From an optimization exercise on the open Yosys and OpenROAD flow, aimed at small area, a short achievable clock period and few clock cycles per item; shortcuts taken in it are not production practice. RTL that was checked went through simulation tests only; none was proved equivalent to the original.

Design IOTDF, start of the top module:
module IOTDF( clk, rst, in_en, iot_in, fn_sel, busy, valid, iot_out);
input          clk;
input          rst;
input          in_en;
input  [7:0]   iot_in;
input  [2:0]   fn_sel;
output         busy;
output         valid;
output [127:0] iot_out;
    reg        v_r;           
    reg  [7:0] x_r;           
    reg  [7:0] xe;            
    reg  [1:0] f_r;           
    reg  [3:0] cnt;           
    reg        ld;            
    reg  [1:0] ldf;           
    reg  [2:0] crc;           
    reg  [4:0] rnd;           
    reg        valid_r;
    reg        enc;           
    reg  [127:0] ir;
    reg  [55:0] kreg;         
    reg  [7:0]  par;          
    reg  [63:0] lr;           
    wire ld_des = ldf[0] ^ ldf[1];
    wire ld_enc = ldf == 2'b01;
    wire ld_crc = ldf == 2'b11;
    reg busy_r;
    assign busy = busy_r;
    assign valid = valid_r;
    wire take = in_en & ~busy_r;
    wire [3:0] cnt_nx = cnt + {3'd0, v_r};
    wire [4:0] rnd_nx = ld ? (ld_des ? 5'd16 : 5'd0) : (rnd != 5'd0) ? rnd - 5'd1 : 5'd0;
    wire is16_nx = take ? (cnt_nx == 4'd14) : (cnt_nx == 4'd15);
    always @(posedge clk or posedge rst) begin
        if (rst) begin
            v_r <= 1'b0;
            busy_r <= 1'b0;
        end else begin
            v_r <= take;
            busy_r <= is16_nx & (rnd_nx > 5'd2);
        end
    end
    always @(posedge clk) begin
        x_r <= iot_in;
        xe <= (fn_sel[1:0] == 2'b11) ? 8'd0 : iot_in;
        f_r <= fn_sel[1:0];
    end
    wire smode = (f_r == 2'b00);
    wire cmode = (f_r == 2'b11);
    wire [7:0] ib0 = ir[7:0];
    wire [7:0] ib1 = ir[15:8];
    wire [7:0] ib2 = ir[23:16];
    wire [7:0] ib3 = ir[31:24];
    wire [7:0] ib4 = ir[39:32];
    wire [7:0] ib5 = ir[47:40];
    wire [7:0] ib6 = ir[55:48];
    wire [7:0] ib7 = ir[63:56];
    wire [7:0] ib8 = ir[71:64];
    wire [7:0] ib9 = ir[79:72];
    wire [7:0] ib10 = ir[87:80];
    wire [7:0] ib11 = ir[95:88];
    wire [7:0] ib12 = ir[103:96];
    wire [7:0] ib13 = ir[111:104];
    wire [7:0] ib14 = ir[119:112];
    wire [7:0] ib15 = ir[127:120];
    wire [7:0] xs = {xe[6], xe[7], xe[4], xe[5], xe[2], xe[3], xe[0], xe[1]};
    wire [7:0] cv0 = {ib0[6], ib0[7], ib0[4], ib0[5], ib0[2], ib0[3], ib0[0], ib0[1]};
  ...
clock: 6.0 ns
lec_check: 0
cap_margin: 20
core_margin: 2
core_utilization: 40
setup_slack_margin: 3.2
slew_margin: 20
run.sh (not shown) runs the stock make flow with config.mk's settings and CLKGATE_MAP_FILE= SYNTH_SCRIPT=/design/flow/synth_recipe.tcl, a recipe that flattens the netlist after the stock synthesis.
Testbench counts at the start, summed over its fixed seeds: cycles 16,979, blocks 1,024.
Next try:
==> flow/flow/run.sh (new file) <==
#!/bin/bash
# The standard layout (the standard.sh: standard synthesis, floorplan, place, CTS, route),
# with the port buffers made with buf_2 cells instead of the default pick.
set -euo pipefail
export BUFFER_PORTS_ARGS="-buffer_cell sky130_fd_sc_hd__buf_2"
bash standard.sh > standard.log 2>&1
==> flow/standard.sh (new file) <==
#!/bin/bash
# synth_recipe.tcl (not shown) runs the flow's synth.tcl, then flattens the netlist and writes it again
# the make line also repeats each setting of config.mk as NAME=value (left out here)
make -C /OpenROAD-flow-scripts/flow DESIGN_CONFIG=/design/flow/config.mk WORK_HOME=/design/flow/orfs CLKGATE_MAP_FILE= SYNTH_SCRIPT=/design/flow/synth_recipe.tcl "${@:-finish}"
SETUP_SLACK_MARGIN = 3.5   (was 3.2)
removed: flow/run.sh
Outcome: Hold slack loses 0.0039 ns; first-iteration DRC count is higher by a little under a tenth; register-to-register slack gets better by 0.03 ns; cell count climbs by a few percent; design area went up by a few percent; non-clock buffer count went up by 107.

run A:
Another version of the RTL of IOTDF (not shown whole).
For scale: ~2100 cells after synthesis, about 290 flip-flops, roughly 0.021 mm^2 of cells after synthesis.
## IOTDF
module IOTDF( clk, rst, in_en, iot_in, fn_sel, busy, valid, iot_out);
input          clk;
input          rst;
input          in_en;
input  [7:0]   iot_in;
input  [2:0]   fn_sel;
output         busy;
output         valid;
output [127:0] iot_out;
    reg        v_r;           
    reg  [7:0] x_r;
    reg  [1:0] f_r;           
    reg  [3:0] cnt;           
    reg        ld;            
    reg  [1:0] ldf;           
    reg  [2:0] crc;           
    reg  [4:0] rnd;           
    reg        valid_r;
    reg        enc;           
    reg  [127:0] ir;
    reg  [55:0] kreg;         
    reg  [7:0]  par;          
    reg  [63:0] lr;           
    wire ld_des = ldf[0] ^ ldf[1];
    wire ld_enc = ldf == 2'b01;
    wire ld_crc = ldf == 2'b11;
    reg busy_r;
    assign busy = busy_r;
    assign valid = valid_r;
    wire take = in_en & ~busy_r;
    wire [3:0] cnt_nx = cnt + {3'd0, v_r};
    wire [4:0] rnd_nx = ld ? (ld_des ? 5'd16 : 5'd0) : (rnd != 5'd0) ? rnd - 5'd1 : 5'd0;
    wire is16_nx = take ? (cnt_nx == 4'd14) : (cnt_nx == 4'd15);
    always @(posedge clk or posedge rst) begin
        if (rst) begin
            v_r <= 1'b0;
            busy_r <= 1'b0;
        end else begin
            v_r <= take;
            busy_r <= is16_nx & (rnd_nx > 5'd2);
        end
    end
    always @(posedge clk) begin
        x_r <= iot_in;
        f_r <= fn_sel[1:0];
    end
    wire smode = (f_r == 2'b00);
    wire cmode = (f_r == 2'b11);
    wire [7:0] xe = cmode ? 8'd0 : x_r;
    wire [7:0] ib0 = ir[7:0];
    wire [7:0] ib1 = ir[15:8];
    wire [7:0] ib2 = ir[23:16];
    wire [7:0] ib3 = ir[31:24];
    wire [7:0] ib4 = ir[39:32];
  ...
Settings: LEC_CHECK=0, CAP_MARGIN=20, CORE_MARGIN=2, CORE_UTILIZATION=40, SETUP_SLACK_MARGIN=3.5, SLEW_MARGIN=20; clock period 6.0 ns.
Stock flow here: none of the scripts above is used.
Run A: no failed stages, no open violations at the end
Setup changes, run A to run B
Settings: swapping 3.5 for 4.0 in SETUP_SLACK_MARGIN.
Results
- Of run B and run A, run B shows the lower ratio of final minimum period to clock period, with run A above it.
- The final reports for run B and run A show area occupied by multi-input gates higher in the former.
- Run B ended up with a lower multi-input combinational area share than run A did.
- In the tables for run B and run A, post-detailed-placement cell area reads lower with run A.
- Between run B and run A, first-pass GRT wire length is lower for run A, run B comes in above that.
- Between run B and run A, it is run B whose fraction of area in registers is lower, by 2.7 points.
- Compared to run A, the router laid down more metal wire for run B.
- Run B against run A: required time reported for the critical path endpoint saw an increase, number of cells after detailed placement saw little to no change.
- Fraction of final layout cells sized beyond drive strength 1 in run B vs run A: up 17 points
- For number of nets produced by synthesis, run A and run B come out practically identical.
[inputs] run C vs run B
Settings: a deleted SETUP_SLACK_MARGIN that had been 4.0.
Going from run B to run C, wire length of the first global-routing pass fell by about 16%; post-CTS setup-driven buffer insertion count decreased 330; global-route total usage across every layer down 5.3 points. For area occupied by multi-input gates, dividing the value from run B by the value from run C gives 1.2. Against run B, run C reports a non-clock buffer count that is lower.
No functional check of the RTL was part of any run of this note.

afterwards: timing with drivers on the ports:
No port has a modelled driver above. Below, the same layouts with a new extraction and two added sets of constraints.
Step 1: set_driving_cell puts a clkbuf_16 on clk and a buf_2 on each other input, an assumption about the parent block.
Step 2 adds t to the input delays and takes it off the output delays; t is the mean of the earliest and latest rising clock arrival at the registers after step 1. Input paths then give back, and output paths get back, about the clock's delay inside the block.
Slacks: ideal ports / drivers / drivers and shift; pairs: ideal ports / drivers.
run	t, ns	slack for setup (ns)	latest minus earliest clock arrival (ns)
the first run of note 1	0.591	3.177 / 3.121 / 3.266	0.017 / 0.016
the second run of note 1	0.614	3.301 / 3.301 / 3.301	0.035 / 0.036
run A	0.603	3.329 / 3.329 / 3.329	0.024 / 0.025
run B	0.603	3.410 / 3.410 / 3.410	0.016 / 0.017
run C	0.586	2.224 / 2.224 / 2.224	0.012 / 0.012
After both steps setup and hold are still met in every run listed.
